From an optimization exercise on the open Yosys and OpenROAD flow, aimed at small area, a short achievable clock period and few clock cycles; shortcuts taken in it are not production practice.
Where RTL was checked, it was by simulation tests only, not by an equivalence proof against the original.
No activity file was given, so power comes from the tool's default toggle rates.

== run A ==
## bellmanford
module bellmanford (reset, clock, GMAR1, GMDR1, GMAR2, GMDR2, IMAR, IMDR, WMAR1, WMAR2, WMDR1, WMDR2, WMWDR, WMWAR, WMWE, OMAR, OMDR, OMWAR, OMWDR, OMWE, NegCycle, Finish);
export LEC_CHECK = 0
export CAP_MARGIN = 20
export CORE_AREA = 5 5 275 275
export DIE_AREA = 0 0 280 280
export PLACE_DENSITY = 0.8
export SETUP_SLACK_MARGIN = 1.5
export SLEW_MARGIN = 20
create_clock -name core_clock -period 5.0 [get_ports {clock}]
run.sh (not shown) runs the stock make flow with config.mk's settings and CLKGATE_MAP_FILE= SYNTH_SCRIPT=/design/flow/synth_recipe.tcl, a recipe that flattens the netlist after the stock synthesis.
Testbench counts of run A, summed over its fixed seeds: cycles 23,209.
[inputs] run B vs run A
--- a/flow/config.mk
+++ b/flow/config.mk
@@ -9,5 +9,4 @@
 export CORE_AREA = 5 5 275 275
 export DIE_AREA = 0 0 280 280
-export PLACE_DENSITY = 0.8
-export SETUP_SLACK_MARGIN = 1.5
+export SETUP_SLACK_MARGIN = 0.5
 export SLEW_MARGIN = 20
Notes after the runs:
In run B, post-detailed-route via-to-cell ratio is lower than in run A.
Row clock buffer count: run B lower / run A higher
Required time reported for the critical path endpoint (lower): run B
Changes observed in run B relative to run A: detailed-routed wire length on met3 now smaller; clock network power share now larger; global-route usage comparable.
What run C does differently from run B at the input level:
--- a/flow/config.mk
+++ b/flow/config.mk
@@ -9,4 +9,5 @@
 export CORE_AREA = 5 5 275 275
 export DIE_AREA = 0 0 280 280
-export SETUP_SLACK_MARGIN = 0.5
+export SETUP_SLACK_MARGIN = 1.5
 export SLEW_MARGIN = 20
+export TNS_END_PERCENT = 100
==> comparison <==
- On run C: global-route track usage on met1 is 0.69 points higher than what run B gave.
- Relative to run B, the combinational power of run C is higher by 13%.
- Relative to run B, final cell count without fillers has gone up in run C.
- Side by side, total routing resource utilization after global routing turned out higher in run C than in run B.
- From run B to run C the numbers moved as follows: CTS clock-pin slew for the worst setup and hold paths about even, critical path depth rose 1, total power rose about 4%, clock share of power fell 2.4 points, largest voltage drop on the vdd net fell 6.1%.
- In the final reports, the cell area of run C is larger than that of run B.
Here is what was changed in the inputs of run D compared with run C.
--- a/flow/config.mk
+++ b/flow/config.mk
@@ -9,5 +9,5 @@
 export CORE_AREA = 5 5 275 275
 export DIE_AREA = 0 0 280 280
+export PLACE_DENSITY = 0.35
 export SETUP_SLACK_MARGIN = 1.5
 export SLEW_MARGIN = 20
-export TNS_END_PERCENT = 100
Findings:
Number of hold buffers added after cts came out exactly the same in run C and run D. Comparing the two runs side by side, run D comes out behind run C on final area. Re floorplan die area: no difference whatsoever between run D and run C. Going from run C to run D, total design power grew by a few percent. In terms of synthesized netlist cell count, run D and run C differ only marginally.

## run Y
bellmanford again, from the RTL that the note above started with.
clock: 5.0 ns
lec_check: 0
cap_margin: 20
core_area: 5 5 275 275
die_area: 0 0 280 280
setup_slack_margin: 1.8
slew_margin: 20
Testbench counts of run Y, summed over its fixed seeds: cycles 23,209.
For run E, these inputs were changed with respect to run Y:
diff --git a/flow/config.mk b/flow/config.mk
--- a/flow/config.mk
+++ b/flow/config.mk
@@ -9,3 +9,3 @@
-export CORE_AREA = 5 5 275 275
-export DIE_AREA = 0 0 280 280
-export SETUP_SLACK_MARGIN = 1.8
+export CORE_AREA = 3 3 269 269
+export DIE_AREA = 0 0 272 272
+export SETUP_SLACK_MARGIN = 1.5
==> comparison <==
- Run E gives more shortest period the worst path allows than run Y did.
- In the final reports, the cell area of run E is smaller than that of run Y.
- Run E vs. run Y: portion of total power attributed to sequential cells went up by 1.3 points.
- When run E is set beside run Y, its worst hold slack turns out to be 0.0081 ns larger.

the previous run:
Another version of the RTL of bellmanford (not shown whole).
Size in the first run: ~2,500 cells after synthesis, about 210 flip-flops, roughly 790 I/O pins, about 0.020 sq mm of cells after synthesis.
make LEC_CHECK=0 ABC_CLOCK_PERIOD_IN_PS=3000 CAP_MARGIN=20 CORE_AREA='5 5 275 275' DIE_AREA='0 0 280 280' SETUP_SLACK_MARGIN=1.5 SLEW_MARGIN=20 finish   # period 5.0 ns
The inputs of the current run differ from those of the previous run as listed below.
Settings: SETUP_SLACK_MARGIN: 1.5 -> 2.5; ABC_CLOCK_PERIOD_IN_PS: 3000 -> 2000.
[summary]
- On sequential power, the previous run and the current run are basically level.
- Relative to the previous run, count of nets after finishing has increased by 142 in the current run.
- Side by side, critical path depth turned out lower in the current run than in the previous run.
- Between the previous run and the current run, met3 capacity usage during global routing is lower for the previous run, the current run comes in above that.
- Taking the previous run as the reference point, the first-pass GRT wire length of the current run rises by 8800 microns.
- Compare the previous run and the current run | critical path's largest stage delay lower: the previous run
No functional check of the RTL was part of any run of this note.

RTL: one of the versions met above, not the one the previous note started from.
Size in the first run: ~1,900 cells after synthesis, about 790 I/O pins.
clock: 5.0 ns
lec_check: 0
cap_margin: 20
cell_pad_in_sites_detail_placement: 0
cell_pad_in_sites_global_placement: 0
core_area: 5 5 275 275
die_area: 0 0 280 280
setup_slack_margin: 1.5
slew_margin: 20
The starting point finished with timing, DRC and antenna clean.
Testbench counts at the start, summed over its fixed seeds: cycles 23,209.
Rerun with:
ABC_CLOCK_PERIOD_IN_PS = 3000   (was unset)
CELL_PAD_IN_SITES_DETAIL_PLACEMENT = unset   (was 0)
CELL_PAD_IN_SITES_GLOBAL_PLACEMENT = unset   (was 0)
=> Sequential share of layout area is unchanged; cell area stays the same; clock skew is unchanged; area after synthesis is unchanged; worst setup slack is unchanged; global-route usage does not change; utilization is unchanged.
Rerun with:
ABC_CLOCK_PERIOD_IN_PS = unset   (was 3000)
CORE_AREA = 5 5 355 195   (was 5 5 275 275)
DIE_AREA = 0 0 360 200   (was 0 0 280 280)
Effect: Final cell count falls by 0.43%. Synthesized area is unchanged. Final area is higher by 2.3%. Clock power rose by about 5%. Routed wire length is higher by 13%. Critical path depth increases by 3. Via count went up by 4.8%. Total power grows by 5.8%. Hold slack is better by 22 ps.
Rerun with:
ABC_CLOCK_PERIOD_IN_PS = 1500   (was unset)
CORE_AREA = 5 5 275 275   (was 5 5 355 195)
DIE_AREA = 0 0 280 280   (was 0 0 360 200)
Result: Power fell by a few percent; synthesized cell count stays the same; routed wire length fell by roughly a tenth; worst setup slack improves by 210 ps; sequential cell count does not change; clock-buffer cell count rose by 2; first-iteration DRC count fell by about a fifth; worst hold slack degrades by 22 ps; final area fell by a few percent; sequential share of layout area rose by 0.48 points; area after synthesis stays the same.

bellmanford again, from the RTL that the note above started with.
==> flow/design.v (excerpt) <==
module bellmanford (reset, clock, GMAR1, GMDR1, GMAR2, GMDR2, IMAR, IMDR, WMAR1, WMAR2, WMDR1, WMDR2, WMWDR, WMWAR, WMWE, OMAR, OMDR, OMWAR, OMWDR, OMWE, NegCycle, Finish);
export LEC_CHECK = 0
export CAP_MARGIN = 20
export CORE_AREA = 5 5 275 275
export DIE_AREA = 0 0 280 280
export GPL_ROUTABILITY_DRIVEN = 0
export SETUP_SLACK_MARGIN = 1.5
export SLEW_MARGIN = 20
create_clock -name core_clock -period 5.0 [get_ports {clock}]
The starting point completed with no timing, DRC or antenna violations.
Testbench counts at the start, summed over its fixed seeds: cycles 23,209.
Edit:
GPL_ROUTABILITY_DRIVEN = default   (was 0)
SETUP_SLACK_MARGIN = 1.2   (was 1.5)
Hold slack hardly moves; design area fell by a few percent; final cell count drops by a few percent; worst setup slack degrades by 160 ps; power went down by a little under a tenth; combinational power went down by roughly a tenth; global-route usage goes down by 0.32 points; sequential share of layout area climbs by 1.4 points.
Edit:
SETUP_SLACK_MARGIN = 2.0   (was 1.2)
Outcome: Final area grows by 14%. Worst setup slack gets better by 220 ps. Total power grows by about 15%. Wire length grows by about 10%. Utilization grows by 3.9 points. Die area stays the same. Via count grows by about 8%.

[what the ideal ports hide]
The results above use ideal ports. As a check the final layouts listed here were re-extracted and re-timed, cells and wires unchanged.
Step 1 (the two cells are an assumption about what drives the block):
set clk [get_ports {clock}]
set_driving_cell -lib_cell sky130_fd_sc_hd__clkbuf_16 $clk
set_driving_cell -lib_cell sky130_fd_sc_hd__buf_2 [delete_from_list [all_inputs] $clk]
Step 2 times the ports against the registers' clock, not the clock port: input delays grow and output delays shrink by t, the midpoint of the rising clock arrivals with the driver on.
Three values: ideal, step 1, step 2; two values: the first two.
run | t (ns) | setup slack, ns | hold slack, ns | worst data-port slew with drivers (ns) | pins driven straight from the clock port
run A | 0.506 | 1.458 / 1.414 / 1.038 | 0.490 / 0.490 / 0.490 | 0.07 | 1
run B | 0.507 | 0.606 / 0.573 / 0.294 | 0.499 / 0.499 / 0.499 | 0.10 | 1
run C | 0.509 | 1.465 / 1.412 / 1.107 | 0.494 / 0.494 / 0.494 | 0.08 | 1
run D | 0.548 | 1.348 / 1.263 / 0.957 | 0.479 / 0.479 / 0.479 | 0.10 | 1
run Y | 0.514 | 1.471 / 1.428 / 0.993 | 0.495 / 0.495 / 0.495 | 0.16 | 1
run E | 0.519 | 1.396 / 1.345 / 0.863 | 0.503 / 0.503 / 0.503 | 0.08 | 1
the previous run | 0.608 | 0.589 / 0.589 / 0.362 | 0.498 / 0.498 / 0.498 | 0.09 | 1
the current run | 0.599 | 0.551 / 0.551 / 0.296 | 0.503 / 0.503 / 0.503 | 0.08 | 1
the first run of note 4 | 0.509 | 1.465 / 1.412 / 1.107 | 0.494 / 0.494 / 0.494 | 0.08 | 1
the second run of note 4 | 0.509 | 1.465 / 1.412 / 1.107 | 0.494 / 0.494 / 0.494 | 0.08 | 1
the third run of note 4 | 0.509 | 1.251 / 1.251 / 0.884 | 0.516 / 0.516 / 0.516 | 0.12 | 1
the fourth run of note 4 | 0.509 | 1.465 / 1.412 / 1.107 | 0.494 / 0.494 / 0.494 | 0.08 | 1
the first run of note 5 | 0.506 | 1.391 / 1.324 / 0.997 | 0.492 / 0.492 / 0.492 | 0.08 | 1
the second run of note 5 | 0.519 | 1.235 / 1.219 / 0.744 | 0.493 / 0.493 / 0.493 | 0.08 | 1
the third run of note 5 | 0.514 | 1.459 / 1.433 / 1.058 | 0.492 / 0.492 / 0.492 | 0.17 | 1
After both steps setup and hold are still met in every run listed. For run E, which loses most, drivers alone change the setup slack by -0.051 ns; drivers and shift together by -0.533 ns.
